This design comes from an exercise in tuning for small area on the open sky130 flow, not from production work. In this exercise RTL edits were held to simulation tests only and were not proved equivalent to the original. Power is estimated from default activity; no workload was simulated.

==> flow/design.v <==
`timescale 1ns / 1ps
module  n4fpga_PWM_detection #(
	parameter				WIDTH = 20              
	) (
	input 					clock_3,
	input 					RGBval,                  
	input                   Reset,                   
	output reg	[WIDTH-1:0]	high_counter,            
	output reg	[WIDTH-1:0]	low_counter              
	);
	reg			[WIDTH-1:0]	run;                     
	reg			[WIDTH-1:0]	frz;                     
	reg 					lastval;                 
	wire edge_det = RGBval ^ lastval;
	wire clr      = Reset | edge_det;                
	wire keep     = ~clr;
	wire ld_f     = edge_det & ~Reset;               
	wire hd_f     = ~edge_det & ~Reset;              
	wire rise     = RGBval & ~lastval;
	wire fall     = ~RGBval & lastval;
	wire ld_h     = rise & ~Reset;                   
	wire hd_h     = ~rise & ~Reset;                  
	wire ld_l     = fall & ~Reset;                   
	wire hd_l     = ~fall & ~Reset;                  
	wire [WIDTH-1:0] run_d, frz_d, high_d, low_d;
	wire [WIDTH:0]   carry;                          
	wire [WIDTH-1:0] cnt_x;
	assign carry[0] = 1'b1;
	assign carry[1] = run[0];
	cw_nor2 u_b0 (.a(clr), .b(run[0]), .y(run_d[0]));
	genvar i;
	generate
		for (i = 1; i < WIDTH; i = i + 1) begin : g_cnt
			cw_oai21 u_x (.a(run[i]), .b(carry[i]), .c(keep), .y(cnt_x[i]));
			cw_aoi21 u_y (.a(run[i]), .b(carry[i]), .c(cnt_x[i]), .y(run_d[i]));
			if (i < WIDTH - 1) begin : g_c
				cw_and2 u_c (.a(carry[i]), .b(run[i]), .y(carry[i+1]));
			end
		end
		for (i = 0; i < WIDTH; i = i + 1) begin : g_hold
			cw_ao22 u_f (.a(ld_f), .b(run[i]), .c(hd_f), .d(frz[i]),          .y(frz_d[i]));
			cw_ao22 u_h (.a(ld_h), .b(frz[i]), .c(hd_h), .d(high_counter[i]), .y(high_d[i]));
			cw_ao22 u_l (.a(ld_l), .b(frz[i]), .c(hd_l), .d(low_counter[i]),  .y(low_d[i]));
		end
	endgenerate
	always @(posedge clock_3) begin
		lastval      <= RGBval & ~Reset;
		run          <= run_d;
		frz          <= frz_d;
		high_counter <= high_d;
		low_counter  <= low_d;
	end
endmodule
module cw_nor2 (input a, input b, output y);
	assign y = ~(a | b);
endmodule
module cw_and2 (input a, input b, output y);
	assign y = a & b;
endmodule
module cw_oai21 (input a, input b, input c, output y);
	assign y = ~((a | b) & c);
endmodule
module cw_aoi21 (input a, input b, input c, output y);
	assign y = ~((a & b) | c);
endmodule
module cw_ao22 (input a, input b, input c, input d, output y);
	assign y = (a & b) | (c & d);
endmodule
`timescale 1ns / 1ps
module color_wheel_pwm (
    input               clk,
    input               reset,           
    input               rgb_red,
    input               rgb_green,
    input               rgb_blue,
    output [19:0]       red_high,
    output [19:0]       red_low,
    output [19:0]       green_high,
    output [19:0]       green_low,
    output [19:0]       blue_high,
    output [19:0]       blue_low
);
n4fpga_PWM_detection #(.WIDTH(20)) Red
           (
               .clock_3(clk),
               .Reset(reset),
               .RGBval(rgb_red),
               .high_counter(red_high),
               .low_counter(red_low)
           );
n4fpga_PWM_detection #(.WIDTH(20)) Green
           (
               .clock_3(clk),
               .Reset(reset),
               .RGBval(rgb_green),
               .high_counter(green_high),
               .low_counter(green_low)
           );
n4fpga_PWM_detection #(.WIDTH(20)) Blue
           (
               .clock_3(clk),
               .Reset(reset),
               .RGBval(rgb_blue),
               .high_counter(blue_high),
               .low_counter(blue_low)
           );
endmodule
==> flow/run.sh <==
#!/bin/bash
# synth_recipe.tcl (not shown) runs the flow's synth.tcl, then flattens the netlist and writes it again
# the make line also repeats each setting of config.mk as NAME=value (left out here)
make -C /OpenROAD-flow-scripts/flow DESIGN_CONFIG=/design/flow/config.mk WORK_HOME=/design/flow/orfs CLKGATE_MAP_FILE= SYNTH_SCRIPT=/design/flow/synth_recipe.tcl finish
==> flow/config.mk <==
export PLATFORM = sky130hd
export DESIGN_NAME = color_wheel_pwm
export DESIGN_NICKNAME = color_wheel_pwm
export VERILOG_FILES = /design/flow/design.v
export SDC_FILE = /design/flow/constraint.sdc
export NUM_CORES = 4
export LEC_CHECK = 0
export ABC_AREA = 1
export ABC_CLOCK_PERIOD_IN_PS = 6000
export CAP_MARGIN = 20
export CORE_MARGIN = 2
export CORE_UTILIZATION = 40
export CTS_BUF_LIST = sky130_fd_sc_hd__clkbuf_8 sky130_fd_sc_hd__clkbuf_16
export CTS_CLUSTER_DIAMETER = 100
export CTS_CLUSTER_SIZE = 30
export SLEW_MARGIN = 20
export SYNTH_HIERARCHICAL = 1
==> flow/constraint.sdc <==
create_clock -name core_clock -period 6.0 [get_ports {clk}]
set_input_delay 1.2000 -clock core_clock [delete_from_list [all_inputs] [get_ports {clk}]]
set_output_delay 1.2000 -clock core_clock [all_outputs]
set_load 0.01 [all_outputs]
==> impl_metrics.ini, run 1 <==
[run_status]
status = complete, no violations

[synthesis]
ys_seq_area_frac = 0.578
syn_nets = 1070
synth_edf_count = 0
synth-seq-cells = 243
yosys-top-cells-area = dfxtp_1 (58%), nand2_1 (26%), a21oi_2 (5.9%)
synth.distinct_cells = 11
syn_area_um2 = 8420
syn_avg_cell_area_um2 = 7.95
async_flop_share = 0
yosys.area.top_type = dfxtp_1
synth_ff_type = dfxtp_1
synthCells = 1059
synth_top_area_frac = 0.578
synth_warnings = 7
synthTopCellsByCount = nand2_1 (594), dfxtp_1 (243), inv_1 (69), a21oi_2 (57), o21ai_1 (57)
synth_most_common_cell = nand2_1

[floorplanning]
die_width_um = 149
die_h_um = 149
initial_core_util = 0.404
rows = 53
ios = 125
die_area_um2 = 22200
core_area_um2 = 20800

[route]
wire_per_inst_um = 11.4
first_pass_iters = 4
ant_nets = 0
drt_first_iter_violations = 293
wl_um = 16800
vias = 6466
route.detailed.drc = 0
routed_via_density = 4.39

[power_and_ir_drop]
p_leak_nw = 4.92
vdd_drop_max_mv = 0.202
p_int_mw = 2.04
p_per_area_nw_per_um2 = 253
switching_share = 0.223
power.switching_mw = 0.583
p_comb_frac = 0.033
seq_power_share = 0.620
pwr-share-clk = 0.347

[final_layout]
diodes = 0
drive_gt1_frac = 0.0851
fillers = 2078
final_cells = 1473
fin_nets = 1209
fin_area_um2 = 10400
area_growth_pct = 23.0

[global_routing]
grt-ovfl-total = 0
globalRouteTotalUtil = 0.151
use_met2 = 0.249
grt_first_pass_wirelength_um = 28300
use_met1 = 0.211
top_usage_layer = met2
groute.layer.met3.usage = 0.0235
grt_pass1_vias = 5881
antenna_found_initial = 0
grt_max_degree = 40

[sta]
worst_pin_slew_ns = 1.00
setup_violations = 0
rsz0062_at_grt = no
finalHoldViolCount = 0
finalMaxSlewViolations = 0
fmax_mhz = 285
min_period_ns = 3.51
worst_hold_slack_ns = 0.441
worst_slack_ns = 2.49
skew_ns = 0.0347
relSlewSlack = 0.332
min_period_over_period = 0.585
tns_ns = 0

[critical_path]
r2r_cells = 38
critical_path_arrival_ns = 3.94
crit_required_ns = 6.43
worstSetupStartpointType = register
endpoint_kind = register
slowest_delay_ns = 0.41
path_max_fanout = 5
cp_top_family = buffers and inverters
critical_path_class = register to register
path_buf_inv = 18
crit_slowest_cell = dfxtp_1
worst-path-stages = 38

[clocking]
cts_setup_buffers = 0
cts_buffers = 12
cts-root-buf = clkbuf_16
cts_tree = done
clockBufferDepth = 3
clock_sinks = 243
hold_buffers = 0
htreeDepth = 1
path_clk_slew_ns = 0.11
clk_latency_ns = 0.48
post_cts_resized = 0

[place]
dp_slack_ns = 2.49
placed_cells = 1459
io_buffers = 124
place_congestion = 0.716
placed_area_um2 = 10000
post-dp-hpwl_um = 11100

[worst_hold_path]
min_path_cells = 2
hold_path_class = register to register

[run]
maxCapViolCount = 0
[power groups by stage]
stage	combinational, mW	clock (mW)	sequential, mW
2_1_floorplan	0.0564	0	1.66
3_3_place_gp	0.0898	0	1.66
3_5_place_dp	0.0896	0	1.66
4_1_cts	0.0900	0.952	1.63
5_1_grt	0.0977	1.00	1.63
6_report	0.0874	0.908	1.62
[per-stage QoR]
step,utilization,power [mW]
after floorplan,-,1.72
after global placement,0.480,1.75
after detailed placement,0.480,1.75
after CTS,0.497,2.67
after global routing,0.497,2.73
final,0.497,2.62
[path summary, 6_finish.rpt]
kind	startpoint	end	slack, ns
min	Blue.high_counter[4]$_DFF_P_	Blue.high_counter[4]$_DFF_P_	0.44
max reg2reg	Green.run[0]$_DFF_P_	Green.run[19]$_DFF_P_	2.49
min reg2reg	Blue.high_counter[4]$_DFF_P_	Blue.high_counter[4]$_DFF_P_	0.44
max	Green.run[0]$_DFF_P_	Green.run[19]$_DFF_P_	2.49
[final cells by class]
| type | count | area, um^2 | area share |
|---|---|---|---|
| clock buffers | 13 | 325 | 0.0314 |
| clock inverters | 1 | 30.0 | 0.00290 |
| inverters | 72 | 270 | 0.0261 |
| multi-input cells | 741 | 3250 | 0.314 |
| flip-flops and latches | 243 | 4860 | 0.470 |
| well taps | 275 | 344 | 0.0332 |
| repair buffers | 128 | 1270 | 0.123 |
[modules after synthesis, one instance, submodules excluded, a selection]
module | flops+latches | times used
cw_and2 | 0 | 54
cw_ao22 | 0 | 180
cw_aoi21 | 0 | 57
cw_nor2 | 0 | 3
cw_oai21 | 0 | 57
[cell families after synthesis]
kind of cell	share of synthesized area
flip-flops	0.578
AND/OR/NAND/NOR	0.284
buffers and inverters	0.0361
adder cells (fa/ha/maj)	0.00892
AO/OA/AOI/OAI	0.0932
[state kept, by name, summed over array words and instances (netlist names)]
signal / count
Red.lastval: 1
Green.low_counter: 20
Green.high_counter: 20
Green.run: 20
Blue.lastval: 1
Red.run: 20
Red.low_counter: 20
Green.frz: 20
Red.frz: 20
Green.lastval: 1
Blue.run: 20
Blue.high_counter: 20
Blue.low_counter: 20
Blue.frz: 20
Red.high_counter: 20
[placed cells by master (no fill, tap or decap)]
cell | Yosys | layout
nand2_1 | 594 | 594
dfxtp_1 | 243 | 243
clkdlybuf4s50_1 | 0 | 124
inv_1 | 69 | 69
o21ai_1 | 57 | 57
a21oi_2 | 57 | 57
nor2_2 | 21 | 21
clkbuf_16 | 0 | 13
ha_1 | 6 | 6
buf_4 | 0 | 4
inv_2 | 3 | 3
nand2_2 | 3 | 3
nor2_1 | 3 | 3
clkinv_16 | 0 | 1
[layer usage]
layer / routed length [um] / share of wire / up-vias
li1: - / - / 3518
met1: 8490 / 0.50 / 2846
met2: 7480 / 0.44 / 88
met3: 668 / 0.040 / 14
met4: 207 / 0.012 / 0
met5: 0 / 0 / -
[worst min-delay path: stages (launching register included)]
cell and delay (ns):
dfxtp_1 0.32, nand2_1 0.05, nand2_1 0.04
==> inputs of run 2 (changes only) <==
--- a/flow/config.mk
+++ b/flow/config.mk
@@ -9,7 +9,7 @@
 export ABC_CLOCK_PERIOD_IN_PS = 6000
 export CAP_MARGIN = 20
 export CORE_MARGIN = 2
-export CORE_UTILIZATION = 40
+export CORE_UTILIZATION = 70
 export CTS_BUF_LIST = sky130_fd_sc_hd__clkbuf_8 sky130_fd_sc_hd__clkbuf_16
 export CTS_CLUSTER_DIAMETER = 100
 export CTS_CLUSTER_SIZE = 30
==> run 2 against run 1 <==
  * Still clean on timing, DRC and antenna
  * Synthesized cell count unchanged
  * Non-clock buffer count unchanged
  * Synthesized area did not move
  * Sequential power about the same
  * Clock skew decreased by 0.0031 ns
  * Global-route usage grew 11 points
  * First-iteration DRC count increased by 50%
  * Via count is 4.7% higher
  * Final cell count fell by 8.7%
  * Largest cell class unchanged
  * Largest power group unchanged
==> impl_metrics.ini, run 2 <==
[run_status]
status = complete, no violations

[floorplanning]
die_area_um2 = 12900
ios = 125
rows = 40
die_width_um = 114
die_h_um = 114
core_area_um2 = 11900
initial_core_util = 0.710

[synthesis]
synth-simple-area-share = 0.284
synth.distinct_cells = 11
synth_top_family_by_area = simple AND/OR/NAND/NOR gates
synthAdderAreaFrac = 0.00892
yosys-top-cells-area = dfxtp_1 (58%), nand2_1 (26%), a21oi_2 (5.9%)
synth_top_area_frac = 0.578
synth_edf_count = 0
ys_seq_area_frac = 0.578
synth_warnings = 7
syn_area_um2 = 8420
synth-seq-cells = 243
synth_ff_type = dfxtp_1
yosys.area.top_type = dfxtp_1
synth_most_common_cell = nand2_1
synth_mux_area_frac = 0
syn_nets = 1070
synthCells = 1059
synth-xor-area-share = 0
async_flop_share = 0
synthTopCellsByCount = nand2_1 (594), dfxtp_1 (243), inv_1 (69), a21oi_2 (57), o21ai_1 (57)
syn_avg_cell_area_um2 = 7.95
synth_compound_area_frac = 0.0932

[power_and_ir_drop]
p_comb_frac = 0.033
switching_share = 0.217
pwr-share-clk = 0.342
power.switching_mw = 0.566
p_int_mw = 2.04
vdd_drop_max_mv = 0.240
p_leak_nw = 4.92
p_per_area_nw_per_um2 = 255
seq_power_share = 0.624

[clocking]
clock_sinks = 243
clockBufferDepth = 3
clk_latency_ns = 0.47
cts_setup_buffers = 0
cts_buffers = 12
cts-root-buf = clkbuf_16
post_cts_resized = 0
hold_buffers = 0
htreeDepth = 1
path_clk_slew_ns = 0.11
cts_tree = done

[worst_hold_path]
hold_path_class = register to register
min_from = Red.low_counter[2]$_DFF_P_
min_path_cells = 2
worst_hold_path.endpoint = Red.low_counter[2]$_DFF_P_

[run]
maxCapViolCount = 0

[final_layout]
fillers = 711
finish.utilization = 0.860
final_cell_mix = nand2_1 (594), dfxtp_1 (243), clkdlybuf4s50_1 (124)
drive_gt1_frac = 0.0851
final_common_cell = nand2_1
diodes = 0
fin_nets = 1209
fin_area_um2 = 10200
area_growth_pct = 21.1

[critical_path]
path_buf_inv = 18
critical_path_class = register to register
rrSetupSlack_ns = 2.30
critical_path_arrival_ns = 4.12
worstSetupStartpointType = register
cp_top_family = buffers and inverters
r2r_cells = 38
endpoint_kind = register
crit_required_ns = 6.41
timing.rr.start = Blue.run[0]$_DFF_P_
rr_endpoint = Blue.run[19]$_DFF_P_
path_max_fanout = 5
crit_slowest_cell = dfxtp_1
worst-path-stages = 38
slowest_delay_ns = 0.41

[place]
place_congestion = 0.755
io_buffers = 124
placed_area_um2 = 9840
post-dp-hpwl_um = 11000

[sta]
finalMaxSlewViolations = 0
min_period_ns = 3.70
fmax_mhz = 270
worst_hold_slack_ns = 0.439
worst_pin_slew_ns = 0.952
finalHoldViolCount = 0
tns_ns = 0
skew_ns = 0.0316
rsz0062_at_grt = no
min_period_over_period = 0.617
relSlewSlack = 0.365
setup_violations = 0

[global_routing]
globalRouteTotalUtil = 0.258
grt_first_pass_wirelength_um = 28000
grt_pass1_vias = 6335
grt_max_degree = 40
antenna_found_initial = 0
grt-ovfl-total = 0

[route]
vias = 6771
wire_per_inst_um = 12.5
route.detailed.drc = 0
routed_via_density = 5.03
ant_nets = 0
drt_first_iter_violations = 439
wl_um = 16700
first_pass_iters = 5
==> run 2: cell counts after synthesis <==
Identical to the previous run, type by type.
==> run 2: layout make-up <==
cell class	instances	area [um^2]	share of cell area
repair buffers	128	1270	0.125
clock buffers	13	325	0.0319
flip-flops and latches	243	4860	0.477
well taps	147	184	0.0180
multi-input cells	741	3250	0.319
inverters	72	270	0.0265
clock inverters	1	30.0	0.00295
==> run 2: cells by family after synthesis <==
kind of cell               Yosys count
AOI/OAI and AO/OA                  114
adders and majority gates            6
buffers and inverters               75
DFF                                243
and+or+nand+nor                    621
==> run 2: worst max path at each step <==
stage                                   start                   end  slack [ns]
after floorplan           Blue.run[0]$_DFF_P_  Blue.run[19]$_DFF_P_        2.82
after global placement    Blue.run[0]$_DFF_P_  Blue.run[19]$_DFF_P_        2.66
after detailed placement  Blue.run[0]$_DFF_P_  Blue.run[19]$_DFF_P_        2.43
after CTS                 Blue.run[0]$_DFF_P_  Blue.run[19]$_DFF_P_        2.30
after global routing      Blue.run[0]$_DFF_P_  Blue.run[19]$_DFF_P_        1.62
final                     Blue.run[0]$_DFF_P_  Blue.run[19]$_DFF_P_        2.30
==> run 2: worst reg2reg max path: cells and delay by family, from the launching register on <==
| kind | cells | cell delay (ns) |
|---|---|---|
| AOI/OAI and AO/OA | 2 | 0.24 |
| buffers and inverters | 18 | 1.83 |
| DFF | 1 | 0.41 |
| and+or+nand+nor | 18 | 1.17 |
==> run 2: per-stage QoR <==
| step | power [mW] | setup WS (ns) | std cells |
|---|---|---|---|
| after floorplan | 1.72 | 2.82 | 1059 |
| after global placement | 1.75 | 2.66 | 1331 |
| after detailed placement | 1.75 | 2.43 | 1331 |
| after CTS | 2.61 | 2.30 | 1345 |
| after global routing | 2.68 | 1.62 | 1345 |
| final | 2.60 | 2.30 | 1345 |
==> run 2: modules after synthesis, one instance, submodules excluded, excerpt <==
module,area (um^2),flip-flops and latches
cw_aoi21,8.76,0
cw_and2,7.51,0
cw_oai21,5.00,0
cw_ao22,11.3,0
cw_nor2,3.75,0
==> run 2: power by group through the flow <==
stage | combinational, mW | sequential (mW) | clock (mW)
after floorplan | 0.0564 | 1.66 | 0
after global placement | 0.0843 | 1.66 | 0
after detailed placement | 0.0862 | 1.66 | 0
after CTS | 0.0870 | 1.62 | 0.896
after global routing | 0.0957 | 1.63 | 0.955
final | 0.0865 | 1.62 | 0.891
==> run 2: per-layer routing <==
metal,track usage,vias up,share of wire
li1,-,3525,-
met1,0.320,3068,0.44
met2,0.463,143,0.50
met3,0.0372,35,0.037
met4,0.0870,0,0.025
met5,0,-,0
==> inputs of run 3 (changes only) <==
==> flow/flow/run.sh (new file) <==
#!/bin/bash
# Layout flow: the standard ORFS flow (standard.sh) with three changes.
#  1. Synthesis maps logic with an area-oriented ABC script (amap) instead of
#     ORFS's delay-oriented one; everything else in synthesis is unchanged
#     (same registers, same names).
#  2. Port buffers use the smallest buffer cell (buf_1).
#  3. CTS uses no dummy loads and larger sink clusters.
# Each make run's full output goes to a log file in the work folder; ORFS
# also keeps its per-step logs under orfs/logs.
set -euo pipefail
W=$PWD

rm -rf "$W/scripts_area"
cp -r "$FLOW_HOME/scripts" "$W/scripts_area"
cp "$W/flow/abc_area.script" "$W/scripts_area/abc_area.script"

bash "$W/standard.sh" SCRIPTS_DIR="$W/scripts_area" synth > "$W/flow_synth.log" 2>&1

bash "$W/standard.sh" \
  BUFFER_PORTS_ARGS="-buffer_cell sky130_fd_sc_hd__buf_1" \
  CTS_ARGS="$(cat "$W/flow/cts_args.txt")" \
  finish > "$W/flow_layout.log" 2>&1
==> flow/flow/abc_area.script (new file) <==
strash
dch
amap
topo
==> flow/flow/cts_args.txt (new file) <==
-sink_clustering_enable -repair_clock_nets -dont_use_dummy_load -buf_list {sky130_fd_sc_hd__clkbuf_8} -sink_clustering_size 18 -sink_clustering_max_diameter 80
==> flow/standard.sh (new file) <==
#!/bin/bash
# synth_recipe.tcl (not shown) runs the flow's synth.tcl, then flattens the netlist and writes it again
# the make line also repeats each setting of config.mk as NAME=value (left out here)
make -C /OpenROAD-flow-scripts/flow DESIGN_CONFIG=/design/flow/config.mk WORK_HOME=/design/flow/orfs CLKGATE_MAP_FILE= SYNTH_SCRIPT=/design/flow/synth_recipe.tcl "${@:-finish}"
--- a/flow/config.mk
+++ b/flow/config.mk
@@ -9,7 +9,7 @@
 export ABC_CLOCK_PERIOD_IN_PS = 6000
 export CAP_MARGIN = 20
 export CORE_MARGIN = 2
-export CORE_UTILIZATION = 70
+export CORE_UTILIZATION = 40
 export CTS_BUF_LIST = sky130_fd_sc_hd__clkbuf_8 sky130_fd_sc_hd__clkbuf_16
 export CTS_CLUSTER_DIAMETER = 100
 export CTS_CLUSTER_SIZE = 30
removed: flow/run.sh
==> run 3 against run 2 <==
  * Still clean
  * First-iteration DRC count fell by 28%
  * Clock skew grew 0.022 ns
  * Combinational power decreased by 2%
  * Synthesized cell count down 41%
  * Die area up 55%
  * Global-route usage fell by 10 points
  * Critical endpoint is now Red.run[19]$_DFF_P_
==> impl_metrics.ini, run 3 <==
[run_status]
status = complete, no violations

[final_layout]
area_growth_pct = 15.0
drive_gt1_frac = 0.0482
final_common_cell = dfxtp_1
finish.utilization = 0.467
diodes = 0
fin_nets = 802
final_cell_mix = dfxtp_1 (243), a22o_1 (180), buf_1 (124)
fillers = 1729

[route]
route.detailed.drc = 0
ant_nets = 0
wire_per_inst_um = 15.9
wl_um = 16300
drt_first_iter_violations = 314
routed_via_density = 5.33
vias = 5452
first_pass_iters = 4

[clocking]
post_cts_resized = 0
cts_tree = done
cts-root-buf = clkbuf_8
cts_buffers = 17
hold_buffers = 0
clockBufferDepth = 3
clock_sinks = 243
cts_setup_buffers = 0
htreeDepth = 1
path_clk_slew_ns = 0.11
clk_latency_ns = 0.53

[floorplanning]
initial_core_util = 0.406
rows = 50
die_width_um = 142
die_area_um2 = 20000
core_area_um2 = 18600
ios = 125
die_h_um = 142

[global_routing]
globalRouteTotalUtil = 0.159
grt-ovfl-total = 0
grt_first_pass_wirelength_um = 26600
grt_max_degree = 41
grt_pass1_vias = 5184
antenna_found_initial = 0

[synthesis]
synth.distinct_cells = 9
synth_edf_count = 0
synth_top_area_frac = 0.643
synthCells = 630
ys_seq_area_frac = 0.643
yosys.area.top_type = dfxtp_1
yosys-top-cells-area = dfxtp_1 (64%), a22o_1 (21%), and2_0 (4.5%)
synth_warnings = 7
synth_ff_type = dfxtp_1
async_flop_share = 0
synth-seq-cells = 243
synthTopCellsByCount = dfxtp_1 (243), a22o_1 (180), a21oi_1 (57), o21ai_0 (57), and2_0 (54)
syn_nets = 641
synth_most_common_cell = dfxtp_1
syn_area_um2 = 7570
syn_avg_cell_area_um2 = 12.0

[run]
maxCapViolCount = 0

[sta]
finalMaxSlewViolations = 0
fmax_mhz = 246
skew_ns = 0.0540
setup_violations = 0
rsz0062_at_grt = no
min_period_over_period = 0.677
finalHoldViolCount = 0
worst_pin_slew_ns = 0.929
relSlewSlack = 0.381
min_period_ns = 4.06
tns_ns = 0

[power_and_ir_drop]
vdd_drop_max_mv = 0.176
p_comb_frac = 0.035
pwr-share-clk = 0.299
p_int_mw = 1.89
switching_share = 0.223
power.switching_mw = 0.543
seq_power_share = 0.666
p_leak_nw = 3.26
p_per_area_nw_per_um2 = 280

[critical_path]
crit_start = Red.run[0]$_DFF_P_
critical_path_class = register to register
endpoint_kind = register
worstSetupStartpointType = register
cp-endpoint = Red.run[19]$_DFF_P_
critical_path_arrival_ns = 4.49
crit_required_ns = 6.43
path_max_fanout = 5
timing.rr.start = Red.run[0]$_DFF_P_
rrSetupSlack_ns = 1.94
rr_endpoint = Red.run[19]$_DFF_P_
r2r_cells = 20

[place]
post-dp-hpwl_um = 11000
place_congestion = 0.715
io_buffers = 124

[worst_hold_path]
hold_path_class = register to register
run 3: changes by cell type in the layout (fill, tap and decap cells not counted), moves of 54 or more:
cell,previous run,this run
nand2_1,594,0
a22o_1,0,180
buf_1,0,124
clkdlybuf4s50_1,124,0
inv_1,69,0
a21oi_1,0,57
a21oi_2,57,0
o21ai_0,0,57
o21ai_1,57,0
and2_0,0,54
run 3: worst min-delay path by stage:
stage	start	endpoint	slack, ns	depth (start not counted)
final	Green.run[0]$_DFF_P_	Green.run[1]$_DFF_P_	0.45	1
after global routing	Blue.frz[5]$_DFF_P_	Blue.high_counter[5]$_DFF_P_	0.47	1
after CTS	Green.run[0]$_DFF_P_	Green.run[1]$_DFF_P_	0.46	1
after detailed placement	Red.low_counter[6]$_DFF_P_	Red.low_counter[6]$_DFF_P_	0.46	1
after global placement	Blue.run[0]$_DFF_P_	Blue.run[0]$_DFF_P_	0.44	1
after floorplan	Blue.run[19]$_DFF_P_	Blue.run[19]$_DFF_P_	0.43	1
run 3: power groups by stage:
stage          sequential [mW]  combinational [mW]  clock [mW]
6_report                  1.62              0.0846       0.729
5_1_grt                   1.63              0.0944       0.813
4_1_cts                   1.62              0.0858       0.758
3_5_place_dp              1.66              0.0855           0
3_3_place_gp              1.66              0.0831           0
2_1_floorplan             1.66              0.0452           0
run 3: final cells by class:
class	instances	area, um^2	share of cell area
sequential	243	4860	0.559
multi-input combinational	378	2680	0.308
timing repair buffer	142	601	0.0690
tap	234	293	0.0336
clock buffer	17	234	0.0269
inverter	9	33.8	0.00388
run 3: cells by family (layout without fill, tap and decap cells):
family                   count (synthesis)  count (layout)  share of synthesized area
buffers and inverters                    9             168                    0.00446
AND/OR/NAND/NOR                         78              78                     0.0595
adder cells (fa/ha/maj)                  6               6                    0.00992
AO/OA/AOI/OAI                          294             294                      0.284
flip-flops                             243             243                      0.643
run 3: critical path, stage by stage, from the launching register on:
cell and delay (ns):
dfxtp_1 0.36, and2_0 0.19, and2_0 0.19, and2_0 0.19, and2_0 0.19, and2_0 0.19, and2_0 0.19, and2_0 0.19
and2_0 0.18, and2_0 0.18, and2_0 0.19, and2_0 0.18, and2_0 0.18, and2_0 0.19, and2_0 0.19, and2_0 0.19
and2_0 0.19, and2_0 0.18, and2_0 0.17, o21ai_0 0.17, a21oi_1 0.06
run 3: through the flow:
step	hold WS (ns)	cell area (um^2)	total power, mW	instances	worst slack, ns
4_1_cts	0.464	8710	2.47	1023	1.91
3_3_place_gp	0.444	8470	1.74	1006	2.05
5_1_grt	0.472	8710	2.53	1023	1.48
6_report	0.447	8710	2.44	1023	1.94
2_1_floorplan	0.430	7570	1.71	630	2.30
3_5_place_dp	0.464	8470	1.75	1006	1.97
run 3: per-layer routing:
layer,share of wire,track usage
met5,0,0
met4,0.019,0.0411
met3,0.043,0.0256
met2,0.47,0.268
met1,0.47,0.212
run 3: Yosys stat by module (local to each module, per instance), a selection:
| module | area (um^2) | flip-flops and latches | copies in the design | cells inside |
|---|---|---|---|---|
| cw_aoi21 | 5.00 | 0 | 57 | 1 |
| cw_oai21 | 5.00 | 0 | 57 | 1 |
| cw_nor2 | 3.75 | 0 | 3 | 1 |
| cw_ao22 | 8.76 | 0 | 180 | 1 |
| cw_and2 | 6.26 | 0 | 54 | 1 |
==> inputs of run 4 (changes only) <==
--- a/flow/config.mk
+++ b/flow/config.mk
@@ -7,11 +7,11 @@
 export LEC_CHECK = 0
 export ABC_AREA = 1
 export ABC_CLOCK_PERIOD_IN_PS = 6000
-export CAP_MARGIN = 20
+export CAP_MARGIN = 5
 export CORE_MARGIN = 2
 export CORE_UTILIZATION = 40
 export CTS_BUF_LIST = sky130_fd_sc_hd__clkbuf_8 sky130_fd_sc_hd__clkbuf_16
 export CTS_CLUSTER_DIAMETER = 100
 export CTS_CLUSTER_SIZE = 30
-export SLEW_MARGIN = 20
+export SLEW_MARGIN = 5
 export SYNTH_HIERARCHICAL = 1
==> run 4 against run 3 <==
  * Still clean
  * Register-to-register slack barely moved
  * Synthesized cell count stayed put
  * Worst setup slack stayed put
  * First-iteration DRC count unchanged
  * Clock power about the same
  * Core utilization did not move
  * Cell area unchanged
  * Sequential power about the same
  * Critical path type unchanged
  * Largest power group unchanged
==> impl_metrics.ini, run 4 <==
[final_layout]
diodes = 0
drive_gt1_frac = 0.0482
finish.utilization = 0.467
fillers = 1729
area_growth_pct = 15.0
final_cells = 1023
fin_nets = 802
final_common_cell = dfxtp_1
final_cell_mix = dfxtp_1 (243), a22o_1 (180), buf_1 (124)

[synthesis]
synthCells = 630
synth_top_area_frac = 0.643
ys_seq_area_frac = 0.643
synth_edf_count = 0
synth-seq-cells = 243
synth_warnings = 7
syn_nets = 641
synth.distinct_cells = 9
synth_top_family_by_area = compound AO/OA/AOI/OAI gates
synth-simple-area-share = 0.0595
async_flop_share = 0
syn_avg_cell_area_um2 = 12.0
syn_area_um2 = 7570
synth_most_common_cell = dfxtp_1
yosys.area.top_type = dfxtp_1
synthTopCellsByCount = dfxtp_1 (243), a22o_1 (180), a21oi_1 (57), o21ai_0 (57), and2_0 (54)
yosys-top-cells-area = dfxtp_1 (64%), a22o_1 (21%), and2_0 (4.5%)
synth-xor-area-share = 0
synth_compound_area_frac = 0.284
synth_ff_type = dfxtp_1
synthAdderAreaFrac = 0.00992
synth_mux_area_frac = 0

[global_routing]
grt-ovfl-total = 0
antenna_found_initial = 0
grt_first_pass_wirelength_um = 26600
grt_max_degree = 41
globalRouteTotalUtil = 0.159
grt_pass1_vias = 5184

[clocking]
path_clk_slew_ns = 0.11
cts-root-buf = clkbuf_8
cts_buffers = 17
htreeDepth = 1
cts_tree = done
clk_latency_ns = 0.53
hold_buffers = 0
clock_sinks = 243
post_cts_resized = 0
cts_setup_buffers = 0
clockBufferDepth = 3

[sta]
min_period_ns = 4.06
rsz0062_at_grt = no
min_period_over_period = 0.677
fmax_mhz = 246
finalHoldViolCount = 0
setup_violations = 0
relSlewSlack = 0.381
skew_ns = 0.0540
worst_pin_slew_ns = 0.929
finalMaxSlewViolations = 0
tns_ns = 0

[critical_path]
cp_top_family = simple AND/OR/NAND/NOR gates
r2r_cells = 20
worstPathCellList = and2_0 > and2_0 > and2_0 > and2_0 > and2_0 > and2_0 > and2_0 > and2_0 > and2_0 > and2_0 > and2_0 > and2_0 > and2_0 > and2_0 > and2_0 > and2_0 > and2_0 > and2_0 > o21ai_0 > a21oi_1
endpoint_kind = register
critical_path_arrival_ns = 4.49
path_max_fanout = 5
crit_slowest_cell = dfxtp_1
slowest_delay_ns = 0.36
worstSetupStartpointType = register
crit_path_frequent_cell = and2_0
crit_required_ns = 6.43
critical_path_class = register to register
worst-path-stages = 20
path_buf_inv = 0

[place]
place_congestion = 0.715
io_buffers = 124
post-dp-hpwl_um = 11000
placed_cells = 1006

[run_status]
status = complete, no violations

[route]
ant_nets = 0
wl_met1_um = 7590
drt_first_iter_violations = 314
vias = 5452
first_pass_iters = 4
wire_per_inst_um = 15.9
top_layer = met4
routed_via_density = 5.33
wl_um = 16300
wl_met2_um = 7690
route.detailed.drc = 0
wl_met3_um = 698

[floorplanning]
ios = 125
die_width_um = 142
die_h_um = 142
rows = 50
core_area_um2 = 18600
die_area_um2 = 20000
initial_core_util = 0.406

[worst_hold_path]
min_path_cells = 1
hold_path_class = register to register

[power_and_ir_drop]
p_leak_nw = 3.26
vdd_drop_max_mv = 0.176
p_per_area_nw_per_um2 = 280

[run]
maxCapViolCount = 0
## run 4: cell type report
cell class	instances	area [um^2]	area share
clock buffers	17	234	0.0269
inverters	9	33.8	0.00388
multi-input cells	378	2680	0.308
flip-flops and latches	243	4860	0.559
well taps	234	293	0.0336
repair buffers	142	601	0.0690
## run 4: worst paths after layout
kind / start / endpoint / slack [ns]
worst max-delay path: Red.run[0]$_DFF_P_ / Red.run[19]$_DFF_P_ / 1.94
worst min-delay path: Green.run[0]$_DFF_P_ / Green.run[1]$_DFF_P_ / 0.45
worst max register to register: Red.run[0]$_DFF_P_ / Red.run[19]$_DFF_P_ / 1.94
worst min register to register: Green.run[0]$_DFF_P_ / Green.run[1]$_DFF_P_ / 0.45
## run 4: report_power, final
group	switching (mW)	total, mW	internal (mW)
logic	0.0652	0.0846	0.0193
clock network	0.472	0.729	0.257
registers	0.00590	1.62	1.62
total	0.543	2.44	1.89
## run 4: worst register-to-register path: stages, from the launching register on
cell and delay [ns]:
dfxtp_1 0.36, and2_0 0.19, and2_0 0.19, and2_0 0.19, and2_0 0.19, and2_0 0.19
and2_0 0.19, and2_0 0.19, and2_0 0.18, and2_0 0.18, and2_0 0.19, and2_0 0.19
and2_0 0.18, and2_0 0.19, and2_0 0.19, and2_0 0.19, and2_0 0.19, and2_0 0.18
and2_0 0.17, o21ai_0 0.17, a21oi_1 0.06
## run 4: cells by family after synthesis
kind of cell | Yosys count
simple gates | 78
fa+ha+maj | 6
flops | 243
buf+inv | 9
compound gates | 294
## run 4: layer usage
| layer | up-vias | GRT usage |
|---|---|---|
| met3 | 22 | 0.0256 |
| met1 | 2614 | 0.212 |
| met2 | 111 | 0.268 |
| met4 | 0 | 0.0411 |
| met5 | - | 0 |
| li1 | 2705 | - |
## run 4: stage by stage
step / power, mW / instance area (um^2) / worst slack [ns] / hold WS (ns)
after floorplan: 1.71 / 7570 / 2.30 / 0.430
after global placement: 1.74 / 8470 / 2.05 / 0.444
after detailed placement: 1.75 / 8470 / 1.97 / 0.464
after CTS: 2.47 / 8710 / 1.91 / 0.464
after global routing: 2.53 / 8710 / 1.48 / 0.472
final: 2.44 / 8710 / 1.94 / 0.447
## run 4: Yosys stat by module, one instance, submodules excluded, a selection
| module | cells | cell area [um^2] | flip-flops and latches | copies in the design |
|---|---|---|---|---|
| cw_and2 | 1 | 6.26 | 0 | 54 |
| cw_aoi21 | 1 | 5.00 | 0 | 57 |
| cw_oai21 | 1 | 5.00 | 0 | 57 |
| cw_nor2 | 1 | 3.75 | 0 | 3 |
| cw_ao22 | 1 | 8.76 | 0 | 180 |
==> inputs of run 5 (changes only) <==
==> flow/flow/cts_args.txt (replaced) <==
-sink_clustering_enable -repair_clock_nets -dont_use_dummy_load -buf_list {sky130_fd_sc_hd__clkbuf_8 sky130_fd_sc_hd__clkbuf_16} -sink_clustering_size 30 -sink_clustering_max_diameter 100
--- a/flow/config.mk
+++ b/flow/config.mk
@@ -7,11 +7,11 @@
 export LEC_CHECK = 0
 export ABC_AREA = 1
 export ABC_CLOCK_PERIOD_IN_PS = 6000
-export CAP_MARGIN = 5
+export CAP_MARGIN = 20
 export CORE_MARGIN = 2
 export CORE_UTILIZATION = 40
 export CTS_BUF_LIST = sky130_fd_sc_hd__clkbuf_8 sky130_fd_sc_hd__clkbuf_16
 export CTS_CLUSTER_DIAMETER = 100
 export CTS_CLUSTER_SIZE = 30
-export SLEW_MARGIN = 5
+export SLEW_MARGIN = 20
 export SYNTH_HIERARCHICAL = 1
==> run 5 against run 4 <==
  * Still clean on timing, DRC and antenna
  * Non-clock buffer count unchanged
  * Sequential share of layout area is 0.42 points lower
  * Die area stayed put
  * Count of clock-buffer cells in the layout is 5 lower
  * Global-route usage shrank 0.17 points
  * Via count is 0.51% higher
  * Sequential power about the same
  * Cell area up 0.76%
  * Combinational power is essentially flat
  * First-iteration DRC count increased by 1.3%
  * Power rose by 4.3%
  * Critical path type unchanged
==> impl_metrics.ini, run 5 <==
[synthesis]
synth_most_common_cell = dfxtp_1
synthCells = 630
ys_seq_area_frac = 0.643
async_flop_share = 0
yosys-top-cells-area = dfxtp_1 (64%), a22o_1 (21%), and2_0 (4.5%)
synth-seq-cells = 243
synth.distinct_cells = 9
syn_area_um2 = 7570
synth_warnings = 7
synth_top_area_frac = 0.643
syn_avg_cell_area_um2 = 12.0
synth_edf_count = 0
synth_ff_type = dfxtp_1
syn_nets = 641
yosys.area.top_type = dfxtp_1
synthTopCellsByCount = dfxtp_1 (243), a22o_1 (180), a21oi_1 (57), o21ai_0 (57), and2_0 (54)

[critical_path]
worstSetupStartpointType = register
crit_slowest_cell = dfxtp_1
critical_path_class = register to register
crit_path_frequent_cell = and2_0
cp_top_family = simple AND/OR/NAND/NOR gates
worstPathCellList = and2_0 > and2_0 > and2_0 > and2_0 > and2_0 > and2_0 > and2_0 > and2_0 > and2_0 > and2_0 > and2_0 > and2_0 > and2_0 > and2_0 > and2_0 > and2_0 > and2_0 > and2_0 > o21ai_0 > a21oi_1
rrSetupSlack_ns = 1.93
endpoint_kind = register
path_buf_inv = 0
path_max_fanout = 5
crit_required_ns = 6.35
slowest_delay_ns = 0.36
critical_path_arrival_ns = 4.43

[clocking]
post_cts_resized = 0
hold_buffers = 0
clk_latency_ns = 0.47
clock_sinks = 243
cts-root-buf = clkbuf_16
path_clk_slew_ns = 0.11
htreeDepth = 1
cts_buffers = 12
cts_setup_buffers = 0
clockBufferDepth = 3
cts_tree = done

[global_routing]
grt_max_degree = 41
grt-ovfl-total = 0
grt_pass1_vias = 5144
grt_first_pass_wirelength_um = 26400
globalRouteTotalUtil = 0.157
antenna_found_initial = 0

[floorplanning]
die_h_um = 142
die_area_um2 = 20000
ios = 125
core_area_um2 = 18600
initial_core_util = 0.406
die_width_um = 142
rows = 50

[run]
maxCapViolCount = 0

[route]
wl_um = 16100
ant_nets = 0
route.detailed.drc = 0
drt_first_iter_violations = 318
routed_via_density = 5.38
wire_per_inst_um = 15.8
first_pass_iters = 4
vias = 5480

[power_and_ir_drop]
p_leak_nw = 3.29
p_per_area_nw_per_um2 = 290
vdd_drop_max_mv = 0.174

[sta]
setup_violations = 0
min_period_ns = 4.07
worst_hold_slack_ns = 0.473
worst_pin_slew_ns = 0.958
fmax_mhz = 245
relSlewSlack = 0.361
tns_ns = 0
finalMaxSlewViolations = 0
finalHoldViolCount = 0
skew_ns = 0.0598
rsz0062_at_grt = no
min_period_over_period = 0.679

[final_layout]
diodes = 0
final_cells = 1018
area_growth_pct = 15.9
drive_gt1_frac = 0.0421
final_cell_mix = dfxtp_1 (243), a22o_1 (180), buf_1 (124)
final_common_cell = dfxtp_1
fin_nets = 797

[worst_hold_path]
hold_path_class = register to register

[place]
placed_cells = 1006
io_buffers = 124
place_congestion = 0.715
post-dp-hpwl_um = 11000

[run_status]
status = complete, no violations
==> run 5: layout make-up <==
class,count,area (um^2)
timing repair buffer,142,601
fill,1722,9870
clock buffer,12,300
multi-input combinational,378,2680
inverter,9,33.8
sequential,243,4860
tap,234,293
==> run 5: modules after synthesis, one instance, submodules excluded, a selection <==
| module | cells | area (um^2) | flip-flops and latches |
|---|---|---|---|
| cw_aoi21 | 1 | 5.00 | 0 |
| cw_oai21 | 1 | 5.00 | 0 |
| cw_and2 | 1 | 6.26 | 0 |
| cw_nor2 | 1 | 3.75 | 0 |
| cw_ao22 | 1 | 8.76 | 0 |
==> run 5: path summary, 6_finish.rpt <==
path / from / cells after the start / to
worst max-delay path: Red.run[0]$_DFF_P_ / 20 / Red.run[19]$_DFF_P_
worst min-delay path: Blue.frz[7]$_DFF_P_ / 1 / Blue.low_counter[7]$_DFF_P_
worst max register to register: Red.run[0]$_DFF_P_ / 20 / Red.run[19]$_DFF_P_
worst min register to register: Blue.frz[7]$_DFF_P_ / 1 / Blue.low_counter[7]$_DFF_P_
==> run 5: routing by layer <==
layer | GRT usage | vias to the layer above | wire [um]
li1 | - | 2705 | -
met3 | 0.0213 | 13 | 633
met4 | 0.0311 | 0 | 205
met2 | 0.269 | 113 | 7700
met5 | 0 | - | 0
met1 | 0.214 | 2649 | 7580
==> run 5: worst register-to-register path: stages (launching register included) <==
cell     delay (ns)
dfxtp_1        0.36
and2_0         0.19
and2_0         0.18
and2_0         0.19
and2_0         0.19
and2_0         0.19
and2_0         0.19
and2_0         0.19
and2_0         0.19
and2_0         0.18
and2_0         0.19
and2_0         0.19
and2_0         0.18
and2_0         0.19
and2_0         0.19
and2_0         0.19
and2_0         0.19
and2_0         0.18
and2_0         0.17
o21ai_0        0.17
a21oi_1        0.06
==> run 5: metrics by stage <==
step,utilization,setup slack (ns),power [mW],instance area (um^2)
finish,0.471,1.93,2.54,8770
global route,0.471,1.47,2.64,8770
CTS,0.471,1.91,2.57,8770
detailed placement,0.454,1.97,1.75,8470
global placement,0.454,2.05,1.74,8470
floorplan,-,2.30,1.71,7570
==> run 5: cell families (layout without fill, tap and decap cells) <==
group,Yosys count,after routing,share of synthesized area
AOI/OAI and AO/OA,294,294,0.284
buffers and inverters,9,163,0.00446
DFF,243,243,0.643
and+or+nand+nor,78,78,0.0595
adders and majority gates,6,6,0.00992
==> run 5: power breakdown <==
| group | internal, mW | switching [mW] |
|---|---|---|
| combinational | 0.0193 | 0.0654 |
| sequential | 1.62 | 0.00583 |
| clock | 0.362 | 0.471 |
| total | 2.00 | 0.543 |
==> inputs of run 6 (changes only) <==
--- a/flow/design.v
+++ b/flow/design.v
@@ -11,23 +11,22 @@
 	reg			[WIDTH-1:0]	run;                     
 	reg			[WIDTH-1:0]	frz;                     
 	reg 					lastval;                 
-	wire edge_det = RGBval ^ lastval;
-	wire clr      = Reset | edge_det;                
-	wire keep     = ~clr;
-	wire ld_f     = edge_det & ~Reset;               
-	wire hd_f     = ~edge_det & ~Reset;              
-	wire rise     = RGBval & ~lastval;
-	wire fall     = ~RGBval & lastval;
-	wire ld_h     = rise & ~Reset;                   
-	wire hd_h     = ~rise & ~Reset;                  
-	wire ld_l     = fall & ~Reset;                   
-	wire hd_l     = ~fall & ~Reset;                  
+	wire rise, fall;                                 
+	wire ld_h, hd_h, ld_l, hd_l, ld_f, keep, lastval_d;
+	cw_nor2b u_rise (.a(lastval), .bn(RGBval),  .y(rise));    
+	cw_nor2b u_fall (.a(RGBval),  .bn(lastval), .y(fall));    
+	cw_nor2b u_ldh  (.a(Reset), .bn(rise), .y(ld_h));         
+	cw_nor2  u_hdh  (.a(Reset), .b(rise),  .y(hd_h));         
+	cw_nor2b u_ldl  (.a(Reset), .bn(fall), .y(ld_l));         
+	cw_nor2  u_hdl  (.a(Reset), .b(fall),  .y(hd_l));         
+	cw_or2   u_ldf  (.a(ld_h), .b(ld_l), .y(ld_f));           
+	cw_nor3  u_keep (.a(Reset), .b(rise), .c(fall), .y(keep));  
+	cw_nor2b u_last (.a(Reset), .bn(RGBval), .y(lastval_d));
 	wire [WIDTH-1:0] run_d, frz_d, high_d, low_d;
-	wire [WIDTH:0]   carry;                          
+	wire [WIDTH-1:0] carry;                          
 	wire [WIDTH-1:0] cnt_x;
-	assign carry[0] = 1'b1;
 	assign carry[1] = run[0];
-	cw_nor2 u_b0 (.a(clr), .b(run[0]), .y(run_d[0]));
+	cw_nor2b u_b0 (.a(run[0]), .bn(keep), .y(run_d[0]));
 	genvar i;
 	generate
 		for (i = 1; i < WIDTH; i = i + 1) begin : g_cnt
@@ -38,13 +37,13 @@
 			end
 		end
 		for (i = 0; i < WIDTH; i = i + 1) begin : g_hold
-			cw_ao22 u_f (.a(ld_f), .b(run[i]), .c(hd_f), .d(frz[i]),          .y(frz_d[i]));
+			cw_ao22 u_f (.a(ld_f), .b(run[i]), .c(keep), .d(frz[i]),          .y(frz_d[i]));
 			cw_ao22 u_h (.a(ld_h), .b(frz[i]), .c(hd_h), .d(high_counter[i]), .y(high_d[i]));
 			cw_ao22 u_l (.a(ld_l), .b(frz[i]), .c(hd_l), .d(low_counter[i]),  .y(low_d[i]));
 		end
 	endgenerate
 	always @(posedge clock_3) begin
-		lastval      <= RGBval & ~Reset;
+		lastval      <= lastval_d;
 		run          <= run_d;
 		frz          <= frz_d;
 		high_counter <= high_d;
@@ -53,6 +52,15 @@
 endmodule
 module cw_nor2 (input a, input b, output y);
 	assign y = ~(a | b);
+endmodule
+module cw_nor2b (input a, input bn, output y);
+	assign y = ~a & bn;
+endmodule
+module cw_nor3 (input a, input b, input c, output y);
+	assign y = ~(a | b | c);
+endmodule
+module cw_or2 (input a, input b, output y);
+	assign y = a | b;
 endmodule
 module cw_and2 (input a, input b, output y);
 	assign y = a & b;
==> flow/flow/cts_args.txt (replaced) <==
-sink_clustering_enable -repair_clock_nets -dont_use_dummy_load -buf_list {sky130_fd_sc_hd__clkbuf_8} -sink_clustering_size 18 -sink_clustering_max_diameter 80
--- a/flow/config.mk
+++ b/flow/config.mk
@@ -13,5 +13,6 @@
 export CTS_BUF_LIST = sky130_fd_sc_hd__clkbuf_8 sky130_fd_sc_hd__clkbuf_16
 export CTS_CLUSTER_DIAMETER = 100
 export CTS_CLUSTER_SIZE = 30
+export GPL_TIMING_DRIVEN = 0
 export SLEW_MARGIN = 20
 export SYNTH_HIERARCHICAL = 1
==> run 6 against run 5 <==
  * Final cell count decreased by 0.69%
  * Via count is 2.4% lower
  * Register-to-register slack got worse by 0.08 ns
  * Routed wire length decreased by 0.97%
  * First-iteration DRC count fell by 31%
  * Synthesized cell count decreased by 1.4%
  * Critical path depth unchanged
  * Worst setup slack lost 0.082 ns
  * Power fell by 4.4%
  * Global-route usage decreased by 0.051 points
  * Flip-flop and latch count stayed put
==> impl_metrics.ini, run 6 <==
[power_and_ir_drop]
p_per_area_nw_per_um2 = 279
vdd_drop_max_mv = 0.151
p_leak_nw = 3.24

[sta]
relSlewSlack = 0.349
min_period_over_period = 0.693
worst_pin_slew_ns = 0.975
worst_hold_slack_ns = 0.456
rsz0062_at_grt = no
min_period_ns = 4.16
setup_violations = 0
worst_slack_ns = 1.84
fmax_mhz = 241
skew_ns = 0.0322
finalMaxSlewViolations = 0
tns_ns = 0
finalHoldViolCount = 0

[critical_path]
path_max_fanout = 5
slowest_delay_ns = 0.40
critical_path_class = register to register
worstPathCellList = and2_0 > and2_0 > and2_0 > and2_0 > and2_0 > and2_0 > and2_0 > and2_0 > and2_0 > and2_0 > and2_0 > and2_0 > and2_0 > and2_0 > and2_0 > and2_0 > and2_0 > and2_0 > o21ai_0 > a21oi_1
crit_slowest_cell = dfxtp_1
crit_required_ns = 6.42
critical_path_arrival_ns = 4.58
endpoint_kind = register
worstSetupStartpointType = register
rrSetupSlack_ns = 1.84
crit_path_frequent_cell = and2_0
r2r_cells = 20

[place]
io_buffers = 124
placed_cells = 994
post-dp-hpwl_um = 11000
dp_slack_ns = 1.90
place_congestion = 0.721

[clocking]
post_cts_resized = 0
hold_buffers = 0
cts_tree = done
htreeDepth = 1
cts_buffers = 17
clock_sinks = 243
clk_latency_ns = 0.51
path_clk_slew_ns = 0.11
cts_setup_buffers = 0
cts-root-buf = clkbuf_8
clockBufferDepth = 3

[synthesis]
synth_compound_area_frac = 0.286
synth_top_area_frac = 0.647
syn_nets = 626
synth_edf_count = 0
async_flop_share = 0
synth_most_common_cell = dfxtp_1
syn_avg_cell_area_um2 = 12.1
synthCells = 621
synthTopCellsByCount = dfxtp_1 (243), a22o_1 (180), a21oi_1 (57), o21ai_0 (57), and2_0 (54)
synth_mux_area_frac = 0
synth.distinct_cells = 9
syn_area_um2 = 7520
synth-xor-area-share = 0
ys_seq_area_frac = 0.647
synth-seq-cells = 243
synthAdderAreaFrac = 0
synth_ff_type = dfxtp_1
synth-simple-area-share = 0.0674
yosys-top-cells-area = dfxtp_1 (65%), a22o_1 (21%), and2_0 (4.5%)
synth_warnings = 7
yosys.area.top_type = dfxtp_1
synth_top_family_by_area = compound AO/OA/AOI/OAI gates

[route]
route.detailed.drc = 0
vias = 5349
ant_nets = 0
wire_per_inst_um = 15.8
drt_first_iter_violations = 221
first_pass_iters = 4
wl_um = 16000
routed_via_density = 5.29

[floorplanning]
core_area_um2 = 18600
die_area_um2 = 19900
die_width_um = 141
ios = 125
initial_core_util = 0.405
die_h_um = 141
rows = 50

[final_layout]
fillers = 1715
finish.utilization = 0.469
fin_nets = 784
drive_gt1_frac = 0.0618
final_common_cell = dfxtp_1
final_cells = 1011
final_cell_mix = dfxtp_1 (243), a22o_1 (180), buf_1 (123)
diodes = 0
area_growth_pct = 16.0

[global_routing]
antenna_found_initial = 0
grt_first_pass_wirelength_um = 26200
grt_pass1_vias = 5148
globalRouteTotalUtil = 0.156
grt_max_degree = 21
grt-ovfl-total = 0

[worst_hold_path]
hold_path_class = register to register
min_path_cells = 1

[run]
maxCapViolCount = 0

[run_status]
status = complete, no violations
[run 6: cell count changes in the layout (fill, tap and decap cells not counted), moves of 2 or more]
cell,previous run,this run
buf_4,18,7
buf_6,0,2
buf_8,0,6
clkbuf_16,12,0
clkbuf_8,0,17
clkinv_1,9,0
ha_1,6,0
nor2_1,15,0
nor2_2,0,6
nor2b_1,6,12
nor2b_2,3,6
nor3_2,0,3
or2_1,0,3
[run 6: cell type report]
| cell class | count | area [um^2] | area share |
|---|---|---|---|
| Sequential cell | 243 | 4860 | 0.558 |
| Multi-Input combinational cell | 378 | 2700 | 0.309 |
| Timing Repair Buffer | 139 | 632 | 0.0724 |
| Tap cell | 234 | 293 | 0.0336 |
| Clock buffer | 17 | 234 | 0.0268 |
[run 6: metal layers]
layer	GRT usage	routed length, um
met1	0.212	7760
met2	0.260	7340
met4	0.0453	364
met3	0.0231	502
met5	0	0
[run 6: worst paths after layout]
path | startpoint | end
worst max-delay path | Blue.run[0]$_DFF_P_ | Blue.run[19]$_DFF_P_
worst min-delay path | Red.run[19]$_DFF_P_ | Red.run[19]$_DFF_P_
worst max register to register | Blue.run[0]$_DFF_P_ | Blue.run[19]$_DFF_P_
worst min register to register | Red.run[19]$_DFF_P_ | Red.run[19]$_DFF_P_
[run 6: stage by stage]
stage	total power, mW	instance area (um^2)
2_1_floorplan	1.70	7520
3_3_place_gp	1.73	8280
4_1_cts	2.47	8720
6_report	2.43	8720
5_1_grt	2.53	8720
3_5_place_dp	1.74	8490
[run 6: critical path, delay by kind of cell, from the launching register on]
family	cells	cell delay (ns)
flops	1	0.40
compound gates	2	0.23
simple gates	18	3.45
[run 6: per-module statistics from Yosys (local to each module, per instance), excerpt]
module / cells / flip-flops and latches
cw_or2: 1 / 0
cw_nor3: 1 / 0
cw_and2: 1 / 0
cw_nor2: 1 / 0
cw_aoi21: 1 / 0
cw_oai21: 1 / 0
[run 6: report_power, final]
group / switching [mW] / internal (mW) / leakage [nW]
clock network: 0.467 / 0.257 / 0.122
registers: 0.00532 / 1.62 / 1.96
logic: 0.0625 / 0.0202 / 1.16
total: 0.535 / 1.90 / 3.24
[run 6: logic make-up (layout without fill, tap and decap cells)]
group                  count (synthesis)  count (layout)
AOI/OAI and AO/OA                    294             294
buffers and inverters                  0             156
DFF                                  243             243
and+or+nand+nor                       84              84
==> inputs of run 7 (changes only) <==
--- a/flow/config.mk
+++ b/flow/config.mk
@@ -7,12 +7,12 @@
 export LEC_CHECK = 0
 export ABC_AREA = 1
 export ABC_CLOCK_PERIOD_IN_PS = 6000
-export CAP_MARGIN = 20
+export CAP_MARGIN = 5
 export CORE_MARGIN = 2
 export CORE_UTILIZATION = 40
 export CTS_BUF_LIST = sky130_fd_sc_hd__clkbuf_8 sky130_fd_sc_hd__clkbuf_16
 export CTS_CLUSTER_DIAMETER = 100
 export CTS_CLUSTER_SIZE = 30
 export GPL_TIMING_DRIVEN = 0
-export SLEW_MARGIN = 20
+export SLEW_MARGIN = 5
 export SYNTH_HIERARCHICAL = 1
==> run 7 against run 6 <==
  * Still clean
  * Critical path depth is the same
  * Via count rose by 0.32%
  * Clock power about the same
  * Global-route usage is 0.15 points lower
  * Largest power group unchanged
  * Core utilization decreased by 0.19 points
  * Synthesized area unchanged
  * Highest routed layer unchanged
==> impl_metrics.ini, run 7 <==
[run_status]
status = complete, no violations

[global_routing]
globalRouteTotalUtil = 0.155
grt_pass1_vias = 5074
grt_first_pass_wirelength_um = 26000
grt_max_degree = 22
grt-ovfl-total = 0
antenna_found_initial = 0

[route]
first_pass_iters = 4
ant_nets = 0
wl_um = 15800
route.detailed.drc = 0
vias = 5366
drt_first_iter_violations = 179
routed_via_density = 5.33
wire_per_inst_um = 15.7

[synthesis]
ys_seq_area_frac = 0.647
synth-simple-area-share = 0.0674
synthCells = 621
syn_nets = 626
synthAdderAreaFrac = 0
synth_compound_area_frac = 0.286
synth-seq-cells = 243
synth_edf_count = 0
syn_avg_cell_area_um2 = 12.1
async_flop_share = 0
syn_area_um2 = 7520
synth-xor-area-share = 0
synthTopCellsByCount = dfxtp_1 (243), a22o_1 (180), a21oi_1 (57), o21ai_0 (57), and2_0 (54)
yosys.area.top_type = dfxtp_1
synth_warnings = 7
synth_most_common_cell = dfxtp_1
synth_mux_area_frac = 0
yosys-top-cells-area = dfxtp_1 (65%), a22o_1 (21%), and2_0 (4.5%)
synth_ff_type = dfxtp_1
synth_top_family_by_area = compound AO/OA/AOI/OAI gates
synth.distinct_cells = 9
synth_top_area_frac = 0.647

[floorplanning]
die_h_um = 141
core_area_um2 = 18600
rows = 50
die_width_um = 141
initial_core_util = 0.405
ios = 125
die_area_um2 = 19900

[clocking]
cts_setup_buffers = 0
hold_buffers = 0
cts-root-buf = clkbuf_8
cts_tree = done
clockBufferDepth = 3
clk_latency_ns = 0.51
post_cts_resized = 0
htreeDepth = 1
clock_sinks = 243
path_clk_slew_ns = 0.11
cts_buffers = 17

[place]
post-dp-hpwl_um = 10700
placed_cells = 990
io_buffers = 124
place_congestion = 0.721

[critical_path]
endpoint_kind = register
critical_path_arrival_ns = 4.53
worstSetupStartpointType = register
cp-endpoint = Blue.run[19]$_DFF_P_
crit_start = Blue.run[0]$_DFF_P_
timing.rr.start = Blue.run[0]$_DFF_P_
rrSetupSlack_ns = 1.87
rr_endpoint = Blue.run[19]$_DFF_P_
r2r_cells = 20
path_max_fanout = 5
crit_required_ns = 6.40
critical_path_class = register to register

[sta]
worst_hold_slack_ns = 0.456
skew_ns = 0.0372
finalHoldViolCount = 0
tns_ns = 0
fmax_mhz = 242
worst_pin_slew_ns = 1.26
setup_violations = 0
min_period_ns = 4.13
relSlewSlack = 0.157
rsz0062_at_grt = no
finalMaxSlewViolations = 0
min_period_over_period = 0.688

[final_layout]
drive_gt1_frac = 0.0556
final_cell_mix = dfxtp_1 (243), a22o_1 (180), buf_1 (124)
final_cells = 1007
multi_input_comb_area_um2 = 2700
fin_nets = 780
diodes = 0
area_growth_pct = 15.5
fillers = 1713
final_common_cell = dfxtp_1
regArea_um2 = 4860

[power_and_ir_drop]
vdd_drop_max_mv = 0.196
p_leak_nw = 3.21
fin_total_pwr_mw = 2.43
p_per_area_nw_per_um2 = 279

[worst_hold_path]
hold_path_class = register to register

[run]
maxCapViolCount = 0
==> run 7: cell count changes in the layout (fill, tap and decap cells not counted), sizes merged <==
cell    delta
buf        -3
clkbuf     -1
==> run 7: layer usage <==
| metal | track usage | vias up | share of wire |
|---|---|---|---|
| met5 | 0 | - | 0 |
| met4 | 0.0463 | 0 | 0.024 |
| met3 | 0.0255 | 29 | 0.040 |
| met2 | 0.255 | 114 | 0.45 |
| met1 | 0.210 | 2540 | 0.48 |
| li1 | - | 2683 | - |
==> run 7: worst min-delay path by stage <==
| stage | from | endpoint | slack (ns) | cells past startpoint |
|---|---|---|---|---|
| after floorplan | Blue.run[19]$_DFF_P_ | Blue.run[19]$_DFF_P_ | 0.43 | 1 |
| after global placement | Red.run[19]$_DFF_P_ | Red.run[19]$_DFF_P_ | 0.45 | 1 |
| after detailed placement | Red.run[19]$_DFF_P_ | Red.run[19]$_DFF_P_ | 0.45 | 1 |
| after CTS | Red.run[19]$_DFF_P_ | Red.run[19]$_DFF_P_ | 0.46 | 1 |
| after global routing | Red.run[19]$_DFF_P_ | Red.run[19]$_DFF_P_ | 0.47 | 1 |
| final | Red.run[19]$_DFF_P_ | Red.run[19]$_DFF_P_ | 0.46 | 1 |
==> run 7: layout make-up <==
type	count	share of cell area
Timing Repair Buffer	135	0.0687
Sequential cell	243	0.560
Clock buffer	17	0.0269
Tap cell	234	0.0337
Multi-Input combinational cell	378	0.311
==> run 7: where the power goes <==
part | leakage (nW) | internal, mW | switching [mW]
Sequential | 1.96 | 1.62 | 0.00519
Combinational | 1.12 | 0.0182 | 0.0626
Clock | 0.122 | 0.257 | 0.465
==> run 7: per-module statistics from Yosys, one instance, submodules excluded, excerpt <==
module | area, um^2 | cells inside | flip-flops and latches | times used
cw_aoi21 | 5.00 | 1 | 0 | 57
cw_nor3 | 5.00 | 1 | 0 | 3
cw_nor2 | 3.75 | 1 | 0 | 6
cw_or2 | 6.26 | 1 | 0 | 3
cw_oai21 | 5.00 | 1 | 0 | 57
cw_ao22 | 8.76 | 1 | 0 | 180
cw_nor2b | 6.26 | 1 | 0 | 18
cw_and2 | 6.26 | 1 | 0 | 54
==> run 7: worst max-delay path, stage by stage, from the launching register on <==
cell,delay (ns)
dfxtp_1,0.36
and2_0,0.19
and2_0,0.19
and2_0,0.19
and2_0,0.19
and2_0,0.20
and2_0,0.19
and2_0,0.19
and2_0,0.20
and2_0,0.19
and2_0,0.18
and2_0,0.20
and2_0,0.19
and2_0,0.19
and2_0,0.19
and2_0,0.20
and2_0,0.19
and2_0,0.19
and2_0,0.18
o21ai_0,0.16
a21oi_1,0.06
==> run 7: cell families (layout without fill, tap and decap cells) <==
group	after synthesis	after routing
flip-flops	243	243
AND/OR/NAND/NOR	84	84
AO/OA/AOI/OAI	294	294
buffers and inverters	0	152
==> run 7: per-stage QoR <==
stage	area, um^2	utilization	worst slack, ns
detailed placement	8450	0.455	1.91
global placement	8280	0.445	1.09
global route	8690	0.468	1.32
CTS	8690	0.468	1.88
finish	8690	0.468	1.87
floorplan	7520	-	2.30
==> inputs of run 8 (changes only) <==
--- a/flow/config.mk
+++ b/flow/config.mk
@@ -9,7 +9,7 @@
 export ABC_CLOCK_PERIOD_IN_PS = 6000
 export CAP_MARGIN = 5
 export CORE_MARGIN = 2
-export CORE_UTILIZATION = 40
+export CORE_UTILIZATION = 70
 export CTS_BUF_LIST = sky130_fd_sc_hd__clkbuf_8 sky130_fd_sc_hd__clkbuf_16
 export CTS_CLUSTER_DIAMETER = 100
 export CTS_CLUSTER_SIZE = 30
==> run 8 against run 7 <==
  * Still clean on timing, DRC and antenna
  * Clock power down 2%
  * Hold slack worse by 0.00099 ns
  * Register-to-register slack worse by 0.09 ns
  * Final cell count down 9.8%
  * Non-clock buffer count down 1
  * Via count up 2.5%
  * Power down 0.53%
  * Combinational power down 2%
  * Sequential power about the same
  * Sequential share of layout area up 1.0 points
  * Die area down 42%
  * Global-route usage up 9.8 points
  * Critical path type unchanged
  * Critical endpoint is now Red.run[19]$_DFF_P_
  * Largest cell class unchanged
==> impl_metrics.ini, run 8 <==
[critical_path]
path_buf_inv = 0
slowest_delay_ns = 0.36
worstPathCellList = and2_0 > and2_0 > and2_0 > and2_0 > and2_0 > and2_0 > and2_0 > and2_0 > and2_0 > and2_0 > and2_0 > and2_0 > and2_0 > and2_0 > and2_0 > and2_0 > and2_0 > and2_0 > o21ai_0 > a21oi_1
critical_path_class = register to register
cp_top_family = simple AND/OR/NAND/NOR gates
crit_slowest_cell = dfxtp_1
endpoint_kind = register
critical_path_arrival_ns = 4.61
timing.rr.start = Red.run[0]$_DFF_P_
r2r_cells = 20
rrSetupSlack_ns = 1.78
rr_endpoint = Red.run[19]$_DFF_P_
worstSetupStartpointType = register
crit_path_frequent_cell = and2_0
crit_required_ns = 6.39
path_max_fanout = 5

[synthesis]
synth_edf_count = 0
syn_avg_cell_area_um2 = 12.1
synthCells = 621
synth_most_common_cell = dfxtp_1
synth_top_area_frac = 0.647
synthTopCellsByCount = dfxtp_1 (243), a22o_1 (180), a21oi_1 (57), o21ai_0 (57), and2_0 (54)
async_flop_share = 0
ys_seq_area_frac = 0.647
synth_warnings = 7
synth-seq-cells = 243
yosys.area.top_type = dfxtp_1
syn_area_um2 = 7520
syn_nets = 626
yosys-top-cells-area = dfxtp_1 (65%), a22o_1 (21%), and2_0 (4.5%)
synth.distinct_cells = 9
synth_ff_type = dfxtp_1

[sta]
min_period_ns = 4.22
tns_ns = 0
relSlewSlack = 0.172
skew_ns = 0.0354
rsz0062_at_grt = no
min_period_over_period = 0.703
finalMaxSlewViolations = 0
worst_pin_slew_ns = 1.24
finalHoldViolCount = 0
fmax_mhz = 237
setup_violations = 0

[worst_hold_path]
worst_hold_path.endpoint = Red.run[19]$_DFF_P_
hold_path_class = register to register
min_path_cells = 1
min_from = Red.run[19]$_DFF_P_

[route]
route.detailed.drc = 0
routed_via_density = 6.06
vias = 5499
drt_first_iter_violations = 399
wire_per_inst_um = 16.7
wl_um = 15200
ant_nets = 0
first_pass_iters = 4

[global_routing]
grt_max_degree = 22
grt_pass1_vias = 5109
grt-ovfl-total = 0
grt_first_pass_wirelength_um = 24100
antenna_found_initial = 0
globalRouteTotalUtil = 0.253

[floorplanning]
die_width_um = 108
die_area_um2 = 11600
ios = 125
core_area_um2 = 10400
die_h_um = 108
initial_core_util = 0.725
rows = 37

[run_status]
status = complete, no violations

[clocking]
clock_sinks = 243
cts_tree = done
clk_latency_ns = 0.48
cts_buffers = 17
htreeDepth = 1
hold_buffers = 0
path_clk_slew_ns = 0.10
clockBufferDepth = 3
post_cts_resized = 0
cts_setup_buffers = 0
cts-root-buf = clkbuf_8

[final_layout]
fillers = 624
final_common_cell = dfxtp_1
final_cells = 908
final_cell_mix = dfxtp_1 (243), a22o_1 (180), buf_1 (124)
fin_area_um2 = 8530
finish.utilization = 0.823
drive_gt1_frac = 0.0492
area_growth_pct = 13.5
diodes = 0
fin_nets = 779

[place]
io_buffers = 124
place_congestion = 0.733
placed_area_um2 = 8300
placed_cells = 891
post-dp-hpwl_um = 10300

[power_and_ir_drop]
p_leak_nw = 3.20
fin_total_pwr_mw = 2.41
p_per_area_nw_per_um2 = 283
vdd_drop_max_mv = 0.242

[run]
maxCapViolCount = 0
run 8: power by group:
part | switching, mW | leakage (nW) | internal, mW | total (mW)
sequential | 0.00500 | 1.96 | 1.62 | 1.62
combinational | 0.0613 | 1.11 | 0.0180 | 0.0793
clock | 0.454 | 0.122 | 0.257 | 0.711
run 8: worst max path at each step:
| stage | start | depth (start not counted) | endpoint | slack [ns] |
|---|---|---|---|---|
| after floorplan | Blue.run[0]$_DFF_P_ | 20 | Blue.run[19]$_DFF_P_ | 2.30 |
| after global placement | reset | 4 | Green.run[19]$_DFF_P_ | 1.26 |
| after detailed placement | Red.run[0]$_DFF_P_ | 20 | Red.run[19]$_DFF_P_ | 1.86 |
| after CTS | Red.run[0]$_DFF_P_ | 20 | Red.run[19]$_DFF_P_ | 1.83 |
| after global routing | Green.run[0]$_DFF_P_ | 20 | Green.run[19]$_DFF_P_ | 1.31 |
| final | Red.run[0]$_DFF_P_ | 20 | Red.run[19]$_DFF_P_ | 1.78 |
run 8: cell families after synthesis:
group	Yosys count	synth area share
AOI/OAI and AO/OA	294	0.286
DFF	243	0.647
and+or+nand+nor	84	0.0674
run 8: stage by stage:
step | hold slack, ns | setup WS (ns)
finish | 0.455 | 1.78
global route | 0.488 | 1.31
CTS | 0.458 | 1.83
detailed placement | 0.446 | 1.86
global placement | 0.443 | 1.26
floorplan | 0.430 | 2.30
run 8: modules after synthesis (local to each module, per instance), excerpt:
module / cells / cell area [um^2] / copies in the design / flip-flops and latches
cw_oai21: 1 / 5.00 / 57 / 0
cw_nor2b: 1 / 6.26 / 18 / 0
cw_or2: 1 / 6.26 / 3 / 0
cw_nor2: 1 / 3.75 / 6 / 0
cw_aoi21: 1 / 5.00 / 57 / 0
cw_ao22: 1 / 8.76 / 180 / 0
cw_and2: 1 / 6.26 / 54 / 0
cw_nor3: 1 / 5.00 / 3 / 0
run 8: final cells by class:
class | instances | area [um^2] | area share
clock buffer | 17 | 234 | 0.0274
sequential | 243 | 4860 | 0.570
multi-input combinational | 378 | 2690 | 0.315
tap | 136 | 170 | 0.0199
timing repair buffer | 134 | 574 | 0.0673
run 8: per-layer routing:
metal,vias to the layer above,GRT usage,share of wire
met5,-,0,0
met4,0,0.0723,0.018
met3,24,0.0424,0.052
met2,152,0.427,0.48
met1,2646,0.335,0.45
li1,2677,-,-

==> re-timing with driven ports <==
Ports are ideal in the flow. The routed layouts listed here were re-timed in OpenROAD.
Step 1 assumes that a clkbuf_16 drives the clock port and a buf_2 every other input.
Step 2 also shifts input and output timing later by t, the mid clock arrival at the registers, as if the neighbouring blocks saw the same clock.
Three values: no drivers, after step 1, after step 2; two values: the first two.
run	t (ns)	setup WS [ns]
run 1	0.505	2.491 / 2.491 / 2.491
run 2	0.497	2.296 / 2.296 / 2.296
run 3	0.539	1.940 / 1.940 / 1.940
run 4	0.539	1.940 / 1.940 / 1.940
run 5	0.483	1.926 / 1.926 / 1.926
run 6	0.529	1.844 / 1.844 / 1.844
run 7	0.526	1.870 / 1.870 / 1.870
run 8	0.508	1.783 / 1.783 / 1.783
After both steps setup and hold are still met in every run listed.
